What follows belongs to an exercise in optimizing a design on an open flow for small area; a production flow would make more cautious choices. Function was checked by simulation only, so behaviour that the tests miss may differ from the original.

## v20
// FullyConnectedLayer
module FullyConnectedLayer #(
    parameter N = 8,              
    parameter M = 4               
) (
    input clk,                    
    input rst_n,                  
    input [N*8-1:0] input_data,      
    input [M*N*8-1:0] weights,       
    input [M*8-1:0] biases,          
    output reg [M*8-1:0] output_data   
);
==> flow/config.mk <==
export PLATFORM = sky130hd
export DESIGN_NAME = FullyConnectedLayer
export DESIGN_NICKNAME = FullyConnectedLayer
export VERILOG_FILES = /design/flow/design.v
export SDC_FILE = /design/flow/constraint.sdc
export NUM_CORES = 4
export LEC_CHECK = 0
export CAP_MARGIN = 20
export CORE_MARGIN = 2
export CORE_UTILIZATION = 55
export SLEW_MARGIN = 20
export SYNTH_HIERARCHICAL = 1
==> flow/constraint.sdc <==
create_clock -name core_clock -period 12.0 [get_ports {clk}]
set_input_delay 2.4000 -clock core_clock [delete_from_list [all_inputs] [get_ports {clk}]]
set_output_delay 2.4000 -clock core_clock [all_outputs]
set_load 0.01 [all_outputs]
standard.sh (not shown) runs the stock make flow with config.mk's settings and CLKGATE_MAP_FILE= SYNTH_SCRIPT=/design/flow/synth_recipe.tcl, a recipe that flattens the netlist after the stock synthesis.
==> flow/flow/run.sh <==
#!/bin/bash
# Own layout flow: the standard flow (standard.sh), with two changes:
#  1. after the standard synthesis, combinational cells that synthesis mapped at a
#     higher drive strength are put back to the smallest drive strength of the
#     same function (the later timing repair sizes up whatever needs it);
#  2. the port buffers that placement adds use the smallest buffer cell.
set -euo pipefail
R=orfs/results/sky130hd/FullyConnectedLayer/base
PORTBUF="BUFFER_PORTS_ARGS=-buffer_cell sky130_fd_sc_hd__buf_1"
bash standard.sh "$PORTBUF" synth > flow_synth.log 2>&1
python3 flow/downsize.py $R/1_2_yosys.v > flow_downsize.log 2>&1
rm -f $R/1_synth.odb $R/1_synth.sdc
bash standard.sh "$PORTBUF" finish > flow_finish.log 2>&1
==> flow/flow/downsize.py <==
"""Rewrite a mapped sky130hd netlist in place: each combinational cell whose type has a
smaller drive strength of the same function (same pins) is changed to the smallest one.
Flip-flops, buffers, inverters, clock cells and tie cells are left alone."""
import re
import sys

path = sys.argv[1]
src = open(path).read()
SMALLEST = {
    'a21boi': '0', 'a21oi': '1', 'a21o': '1', 'a22oi': '1', 'a22o': '1', 'a211oi': '1',
    'a211o': '1', 'a31oi': '1', 'a31o': '1', 'a311oi': '1', 'a311o': '1', 'a41oi': '1',
    'and2': '0', 'and3': '1', 'and4': '1', 'nand2': '1', 'nand3': '1', 'nand4': '1',
    'nand2b': '1', 'nand3b': '1', 'nor2': '1', 'nor3': '1', 'nor4': '1', 'nor2b': '1',
    'nor3b': '1', 'nor4b': '1', 'o21ai': '0', 'o21a': '1', 'o21bai': '1', 'o211ai': '1',
    'o211a': '1', 'o22ai': '1', 'o22a': '1', 'o31ai': '1', 'o31a': '1', 'o311a': '1',
    'o311ai': '0', 'or2': '0', 'or3': '1', 'or4': '1', 'xor2': '1', 'xnor2': '1',
    'xnor3': '1', 'xor3': '1', 'mux2i': '1', 'mux2': '1', 'maj3': '1', 'fa': '1', 'ha': '1',
    'a2111oi': '0', 'a221oi': '1', 'a222oi': '1',
}
count = {}


def repl(m):
    base, size = m.group(1), m.group(2)
    if base in SMALLEST and size != SMALLEST[base]:
        count[m.group(0)] = count.get(m.group(0), 0) + 1
        return 'sky130_fd_sc_hd__%s_%s ' % (base, SMALLEST[base])
    return m.group(0)


out = re.sub(r'\bsky130_fd_sc_hd__([a-z0-9]+)_(\d+) ', repl, src)
open(path, 'w').write(out)
for k, v in sorted(count.items()):
    print(v, k)
--- input diff v20..v50 ---
- CORE_UTILIZATION: 55 -> 45
- PLACE_DENSITY: unset -> 0.7
==> comparison <==
Fraction of layout instances using a drive strength above 1 is higher on v50. | tightest hold margin | v50 vs v20 | 0.19 ns lower |. Die area (v50 over v20): increase, 22%.
Inputs modified between v50 and v31:
- swapping 45 for 50 in CORE_UTILIZATION
- clearing PLACE_DENSITY, which used to be 0.7
Results
- Delta (v31 minus v50): post-layout worst setup margin higher, fmax increased by 0.63% relative to the old numbers.
- Compared with v50, v31 shows die height lower by about 5%.
- Design area: higher on v50
For v16, these inputs were changed with respect to v31:
- CORE_UTILIZATION changed from 50 to 45
==> comparison <==
Compared with v31, v16 shows a die span in x that is 5.3% higher.
~same number of non-clock inverters in v16 and v31
The run showing the greater total core area is v16.
Looking at routed wire length across v16 and v31, the one that comes out lower is v31.
What v31 reported for die area has to be multiplied by 1.11 to get the figure for v16.
Compared with v31, v16 has less setup slack.

* * *

== run M ==
FullyConnectedLayer, a different RTL version from the one above (not shown whole).
clock: 12.0 ns
lec_check: 0
cap_margin: 20
core_margin: 2
core_utilization: 60
slew_margin: 20
synth_hierarchical: 1
Scripts as last shown in full above: flow/flow/run.sh, flow/flow/downsize.py
Run M completed; timing, DRC and antenna clean
> inputs changed (run M -> run A)
- CORE_UTILIZATION now 45, was 60
## What came out
Run A vs. run M: core area went up by 34%. Compared with run M, run A has extra setup slack.

* * *

Another version of the RTL of FullyConnectedLayer (not shown whole).
Size: roughly 4300 cells after synthesis, about 390 I/O pins, about 0.045 mm² of cells after synthesis.
Design FullyConnectedLayer, start of the top module:
module FullyConnectedLayer #(
    parameter N = 8,              
    parameter M = 4               
) (
    input clk,                    
    input rst_n,                  
    input [N*8-1:0] input_data,      
    input [M*N*8-1:0] weights,       
    input [M*8-1:0] biases,          
    output reg [M*8-1:0] output_data   
);
  wire d1;
  wire d2;
  wire d3;
  wire p4;
  wire p5;
  wire h6;
  wire p7;
  wire h8;
  wire p9;
  wire h10;
  wire p11;
  wire h12;
  wire p13;
  wire h14;
  wire p15;
  wire h16;
  wire p17;
  wire h18;
  wire p19;
  wire p20;
  wire d21;
  wire d22;
  wire d23;
  wire p24;
  wire p25;
  wire h26;
  wire p27;
  wire h28;
  wire p29;
  wire h30;
  wire p31;
  wire h32;
  wire p33;
  wire h34;
  wire p35;
  wire h36;
  wire p37;
  wire h38;
  wire p39;
  wire p40;
  wire d41;
  wire d42;
  wire d43;
  wire p44;
  wire p45;
  wire h46;
  wire p47;
  wire h48;
  wire p49;
  wire h50;
  wire p51;
  wire h52;
  wire p53;
  wire h54;
  wire p55;
  wire h56;
  wire p57;
  wire h58;
  wire p59;
  wire p60;
  wire d61;
  wire d62;
  wire d63;
  wire p64;
  wire p65;
  wire h66;
  wire p67;
  wire h68;
  wire p69;
  wire h70;
  wire p71;
  wire h72;
  wire p73;
  wire h74;
  wire p75;
  wire h76;
  wire p77;
  wire h78;
  wire p79;
  wire p80;
  wire d81;
  ...
==> flow/config.mk <==
export PLATFORM = sky130hd
export DESIGN_NAME = FullyConnectedLayer
export DESIGN_NICKNAME = FullyConnectedLayer
export VERILOG_FILES = /design/flow/design.v
export SDC_FILE = /design/flow/constraint.sdc
export NUM_CORES = 4
export LEC_CHECK = 0
export CAP_MARGIN = 5
export CORE_MARGIN = 2
export CORE_UTILIZATION = 45
export SLEW_MARGIN = 5
export SYNTH_HIERARCHICAL = 1
==> flow/constraint.sdc <==
create_clock -name core_clock -period 12.0 [get_ports {clk}]
set_input_delay 2.4000 -clock core_clock [delete_from_list [all_inputs] [get_ports {clk}]]
set_output_delay 2.4000 -clock core_clock [all_outputs]
set_load 0.01 [all_outputs]
Scripts as last shown in full above: flow/flow/run.sh, flow/flow/downsize.py
The first run finished with timing, DRC and antenna clean.
Rerun with:
Settings changed: CAP_MARGIN 5 to 20, SLEW_MARGIN 5 to 20.
=>
- The changed run went through all stages and came out clean
- routed wire length stays the same
- global-route usage is unchanged
- setup slack is unchanged
- synthesized area is unchanged

separate check: timing with driven ports:
How much do the figures lean on ideal ports? The routed layouts below were timed once more, with nothing changed but the port constraints.
Step 1, drivers: a clkbuf_16 drives clk and a buf_2 each remaining input, both assumed.
Step 2 adds t to the input delays and takes it off the output delays; t is the mean of the earliest and latest rising clock arrival at the registers after step 1. Input paths then give back, and output paths get back, about the clock's delay inside the block.
a / b / c = no drivers / after step 1 / after step 2; a / b = the first two.
run | t, ns | setup slack, ns | clock arrival spread, ns
v20 | 0.422 | 0.291 / 0.321 / -0.101 | 0.011 / 0.010
v50 | 0.415 | 0.462 / 0.508 / 0.093 | 0.015 / 0.015
v31 | 0.436 | 0.533 / 0.586 / 0.150 | 0.010 / 0.009
v16 | 0.442 | 0.422 / 0.472 / 0.030 | 0.011 / 0.012
run M | 0.421 | 1.030 / 1.080 / 0.659 | 0.010 / 0.010
run A | 0.402 | 1.144 / 1.190 / 0.789 | 0.009 / 0.009
the first run of note 3 | 0.443 | 0.618 / 0.674 / 0.231 | 0.018 / 0.018
the second run of note 3 | 0.443 | 0.618 / 0.674 / 0.231 | 0.018 / 0.018
Met with ideal ports but missed after step 2: setup timing in v20.
